This design comes from an exercise in tuning for small area on the open sky130 flow, not from production work.
At most, simulation tests tie the RTL to the original design; equivalence was not proved.
Power is estimated from default activity; no workload was simulated.

==> module uart_rx, before the edit <==
module uart_rx (
    input clk,
    input reset,
    input [2:0] spd,
    input rx,
    output reg [7:0] rx_data
);
reg [19:0] counter;
reg [4:0] i;
reg rx_busy;
reg [19:0] cv, hv;
wire [19:0] counter_inc = {counter[18:0], counter[19] ^ counter[2] ^ (counter[18:0] == 19'd0)};
always @ (*)
begin
    case (spd)
        3'd1: begin cv = 20'h6acfe; hv = 20'h323df; end    
        3'd2: begin cv = 20'hd923f; hv = 20'h2352e; end    
        3'd3: begin cv = 20'h2352e; hv = 20'h688e5; end    
        3'd4: begin cv = 20'hc9fd5; hv = 20'h91cff; end    
        default: begin cv = 20'hfc337; hv = 20'h2ef2e; end  
    endcase
end
integer k;
always @ (posedge clk or posedge reset)
begin
    if (reset) begin
        rx_data <= 0;
        counter <= 20'd0;
        i <= 0;
        rx_busy <= 1'b0;
    end else begin
        if (rx_busy == 1'b0 && rx == 0) begin
            rx_busy <= 1'b1;
        end else if (rx_busy == 1'b1) begin
            if (counter == hv) begin
                for (k = 1; k <= 8; k = k + 1)
                    if (i == k) rx_data[k-1] <= rx;
                i <= i + 1'b1;
                counter <= counter_inc;
            end else if (counter == cv) begin
                counter <= 20'd0;
                if (i == 9) begin
                    rx_busy <= 1'b0;
                    i <= 0;
                end
            end else begin
                counter <= counter_inc;
            end
        end
    end
end
endmodule
==> module uart_rx_con, before the edit <==
module uart_rx_con (
    input clk,
    input reset,
    input rx,
    input clr_buffer,
    output reg [7:0] rx_data,
    output reg rx_busy
);
localparam [9:0] C0 = 10'h001;
localparam [9:0] C434 = 10'h063;
localparam [9:0] C868 = 10'h280;
reg [9:0] counter;
reg [3:0] i;
wire [9:0] counter_inc = {counter[8:0], counter[9] ^ counter[2]};
integer k;
always @ (posedge clk or posedge reset)
begin
    if (reset) begin
        rx_data <= 0;
        counter <= C0;
        i <= 0;
        rx_busy <= 1'b0;
    end else begin
        if (clr_buffer) begin
            rx_data <= 0;
            counter <= C0;
            i <= 0;
            rx_busy <= 0;
        end else begin
            if (rx_busy == 1'b0 && rx == 0) begin
                rx_busy <= 1'b1;
            end else if (rx_busy == 1'b1) begin
                if (counter == C434) begin
                    for (k = 1; k <= 8; k = k + 1)
                        if (i == k) rx_data[k-1] <= rx;
                    i <= i + 1'b1;
                    counter <= counter_inc;
                end else if (counter == C868) begin
                    counter <= C0;
                    if (i == 9) begin
                        rx_busy <= 1'b0;
                        i <= 0;
                    end
                end else begin
                    counter <= counter_inc;
                end
            end
        end
    end
end
endmodule
==> module i2c_master, before the edit <==
module i2c_master(
    input clk,
    input reset,
    input [1:0] spd,
    input [6:0] addr2send,
    input [7:0] data2send,
    input pulse,
    output scl,
    input sda_i,
    output sda_o,
    output sda_oe
);
localparam [2:0] IDLE = 0;
localparam [2:0] START = 1;
localparam [2:0] ADDR = 2;
localparam [2:0] RW = 3;
localparam [2:0] ADDR_ACK = 4;
localparam [2:0] DATA1 = 5;
localparam [2:0] DATA1_ACK = 6;
localparam [2:0] STOP = 7;
reg reg_sda;
reg reg_scl;
reg sda_driving;
reg scl_driving;
reg [11:0] counter;
wire [11:0] counter_inc = {counter[10:0], counter[11] ^ counter[7] ^ counter[1] ^ counter[0] ^ (counter[10:0] == 11'd0)};
reg [2:0] state, next_state;
reg signed [3:0] bit_idx;    
reg addr_acknowledged;
reg is4q, is3q, is2q, is1q;
always @ (*)
begin
    case (spd)
        2'd0: begin is4q = counter == 12'h468; is3q = counter == 12'h085; is2q = counter == 12'h946; is1q = counter == 12'h1a1; end
        2'd1: begin is4q = counter == 12'h1a1; is3q = counter == 12'h8c4; is2q = counter == 12'ha8c; is1q = counter == 12'hb42; end
        default: begin is4q = counter == 12'hfa3; is3q = counter == 12'h8bf; is2q = counter == 12'h6f1; is1q = counter == 12'h06d; end
    endcase
end
assign sda_o = reg_sda;
assign sda_oe = sda_driving;
assign scl = scl_driving ? reg_scl : 1'b1;
always @ (*)
begin
    next_state = state;
    case (state)
        IDLE: if (pulse) next_state = START;
        START: if (is4q) next_state = ADDR;
        ADDR: if (bit_idx == -1 && is4q) next_state = RW;
        RW: if (is4q) next_state = ADDR_ACK;
        ADDR_ACK: if (is4q) next_state = addr_acknowledged ? DATA1 : STOP;
        DATA1: if (bit_idx == -1 && is4q) next_state = DATA1_ACK;
        DATA1_ACK: if (is4q) next_state = STOP;
        default: if (is4q) next_state = IDLE;
    endcase
end
always @ (posedge clk or posedge reset)
begin
    if (reset) begin
        state <= IDLE;
    end else begin
        state <= next_state;
    end
end
always @ (posedge clk or posedge reset)
begin
    if (reset) begin
        counter <= 0;
    end else begin
        if (state != IDLE) begin
            if (is4q) begin
                counter <= 0;
            end else begin
                counter <= counter_inc;
            end
        end
    end
end
always @ (posedge clk or posedge reset)
begin
    if (reset) begin
        reg_scl <= 0;
        scl_driving <= 0;
    end else begin
        if (state == IDLE) begin
            scl_driving <= 0;
        end else if (state == START) begin
            scl_driving <= 1;
            if (counter == 0) begin
                reg_scl <= 1;
            end else if (is2q) begin
                reg_scl <= 0;
            end
        end else if (state == STOP) begin
            scl_driving <= 0;
        end else begin
            if (is1q) begin
                reg_scl <= 1;
            end else if (is3q) begin
                reg_scl <= 0;
            end
        end
    end
end
always @ (posedge clk or posedge reset)
begin
    if (reset) begin
        bit_idx <= 6;
        addr_acknowledged <= 0;
        sda_driving <= 0;
        reg_sda <= 0;
    end else begin
        case (state)
        IDLE: begin
            sda_driving <= 0;
            reg_sda <= 0;
            addr_acknowledged <= 0;
            bit_idx <= 6;
        end
        START: begin
            sda_driving <= 1;
            if (counter == 0) begin
                reg_sda <= 0;
            end else if (is4q) begin
                reg_sda <= addr2send[bit_idx];
                bit_idx <= bit_idx - 1'b1;
            end
        end
        ADDR: begin
            if (is4q) begin
                reg_sda <= (bit_idx >= 0 ? addr2send[bit_idx] : 1'b0);
                bit_idx <= bit_idx - 1'b1;
            end
        end
        RW: begin
            if (is4q) begin
                sda_driving <= 0;
            end
        end
        ADDR_ACK: begin
            if (is1q) begin
                bit_idx <= 7;
                addr_acknowledged <= (sda_i == 0);
            end else if (is4q) begin
                sda_driving <= 1;
                reg_sda <= data2send[bit_idx];
                bit_idx <= bit_idx - 1'b1;
            end
        end
        DATA1: begin
            sda_driving <= 1;
            if (is4q) begin
                if (bit_idx >= 0) begin
                    reg_sda <= data2send[bit_idx];
                    bit_idx <= bit_idx - 1'b1;
                end else begin
                    sda_driving <= 0;
                end
            end
        end
        DATA1_ACK: begin
            if (is1q) begin
            end else if (is3q) begin
                sda_driving <= 1;
                reg_sda <= 0;
            end
        end
        default: begin  
            if (counter == 0) begin
                reg_sda <= 0;
            end else if (is4q) begin
                sda_driving <= 0;
            end
        end
        endcase
    end
end
endmodule
==> flow/config.mk <==
export PLATFORM = sky130hd
export DESIGN_NAME = comms
export DESIGN_NICKNAME = comms
export VERILOG_FILES = /design/flow/design.v
export SDC_FILE = /design/flow/constraint.sdc
export NUM_CORES = 4
export LEC_CHECK = 0
export CAP_MARGIN = 20
export CORE_MARGIN = 2
export CORE_UTILIZATION = 40
export CTS_BUF_LIST = sky130_fd_sc_hd__clkbuf_4
export CTS_CLUSTER_DIAMETER = 50
export CTS_CLUSTER_SIZE = 10
export SLEW_MARGIN = 20
==> flow/constraint.sdc <==
create_clock -name core_clock -period 80.0 [get_ports {clk}]
set_input_delay 16.0000 -clock core_clock [delete_from_list [all_inputs] [get_ports {clk}]]
set_output_delay 16.0000 -clock core_clock [all_outputs]
set_load 0.01 [all_outputs]
standard.sh (not shown) runs the stock make flow with config.mk's settings and CLKGATE_MAP_FILE= SYNTH_SCRIPT=/design/flow/synth_recipe.tcl, a recipe that flattens the netlist after the stock synthesis.
==> flow/flow/run.sh <==
#!/bin/bash
# Layout flow: the standard ORFS flow (standard synthesis unchanged) with
# two changes to how the layout is made:
#  - ports are buffered with sky130_fd_sc_hd__buf_1 instead of the default
#    buffer_ports choice (every input and output port still gets a buffer);
#  - clock tree synthesis uses clkbuf_4 leaf clusters of at most 10 sinks
#    and inserts no dummy loads.
# ORFS writes each step's full log under orfs/logs/; make's own output goes
# to standard.log in this folder.
set -euo pipefail
export BUFFER_PORTS_ARGS="-buffer_cell sky130_fd_sc_hd__buf_1"
export CTS_ARGS="-sink_clustering_enable -repair_clock_nets -buf_list sky130_fd_sc_hd__clkbuf_4 -sink_clustering_size 10 -sink_clustering_max_diameter 50 -dont_use_dummy_load"
bash standard.sh finish > standard.log 2>&1
Change:
--- a/flow/design.v
+++ b/flow/design.v
@@ -150,13 +150,15 @@
         rx_data <= 0;
         counter <= 20'd0;
         i <= 0;
         rx_busy <= 1'b0;
     end else begin
-        if (rx_busy == 1'b0 && rx == 0) begin
-            rx_busy <= 1'b1;
-        end else if (rx_busy == 1'b1) begin
+        if (rx_busy == 1'b0) begin
+            counter <= 20'd0;
+            if (rx == 0)
+                rx_busy <= 1'b1;
+        end else begin
             if (counter == hv) begin
                 for (k = 1; k <= 8; k = k + 1)
                     if (i == k) rx_data[k-1] <= rx;
                 i <= i + 1'b1;
                 counter <= counter_inc;
@@ -200,13 +202,15 @@
             rx_data <= 0;
             counter <= C0;
             i <= 0;
             rx_busy <= 0;
         end else begin
-            if (rx_busy == 1'b0 && rx == 0) begin
-                rx_busy <= 1'b1;
-            end else if (rx_busy == 1'b1) begin
+            if (rx_busy == 1'b0) begin
+                counter <= C0;
+                if (rx == 0)
+                    rx_busy <= 1'b1;
+            end else begin
                 if (counter == C434) begin
                     for (k = 1; k <= 8; k = k + 1)
                         if (i == k) rx_data[k-1] <= rx;
                     i <= i + 1'b1;
                     counter <= counter_inc;
@@ -959,16 +963,14 @@
 always @ (posedge clk or posedge reset)
 begin
     if (reset) begin
         counter <= 0;
     end else begin
-        if (state != IDLE) begin
-            if (is4q) begin
-                counter <= 0;
-            end else begin
-                counter <= counter_inc;
-            end
+        if (state == IDLE || is4q) begin
+            counter <= 0;
+        end else begin
+            counter <= counter_inc;
         end
     end
 end
 always @ (posedge clk or posedge reset)
 begin
First-iteration DRC count goes down by 16%.
Register-to-register slack gains 270 ps.
Power goes down by 11%.
Global-route usage goes down by 0.11 points.
Worst setup slack gains 33 ps.
Cell count goes down by about 1.3%.
Sequential share of layout area goes up by 0.54 points.
Final area goes down by about 1.4%.
Flip-flop and latch count does not change.
Fmax stays flat.
Via count goes down by about 2.4%.
Sequential power goes down by 9.2%.
No functional check of the RTL was part of the first run of this note.

## static timing again, ports no longer ideal
Ports are ideal in the flow. The routed layouts listed here were re-timed in OpenROAD.
Step 1: set_driving_cell puts a clkbuf_16 on clk and a buf_2 on each other input, an assumption about the parent block.
Step 2 adds t to the input delays and takes it off the output delays; t is the mean of the earliest and latest rising clock arrival at the registers after step 1. Input paths then give back, and output paths get back, about the clock's delay inside the block.
Three values: no drivers, after step 1, after step 2; two values: the first two.
| run | t, ns | setup WS [ns] | worst setup path at the end | slew at the worst register clock pin (ns) |
|---|---|---|---|---|
| the first run | 0.696 | 62.020 / 61.971 / 62.462 | input, reset recovery | 0.11 / 0.11 |
| the second run | 0.687 | 62.053 / 62.007 / 62.324 | input, reset recovery | 0.11 / 0.11 |
After both steps setup and hold are still met in every run listed. The worst setup slack also covers recovery checks on asynchronous resets.
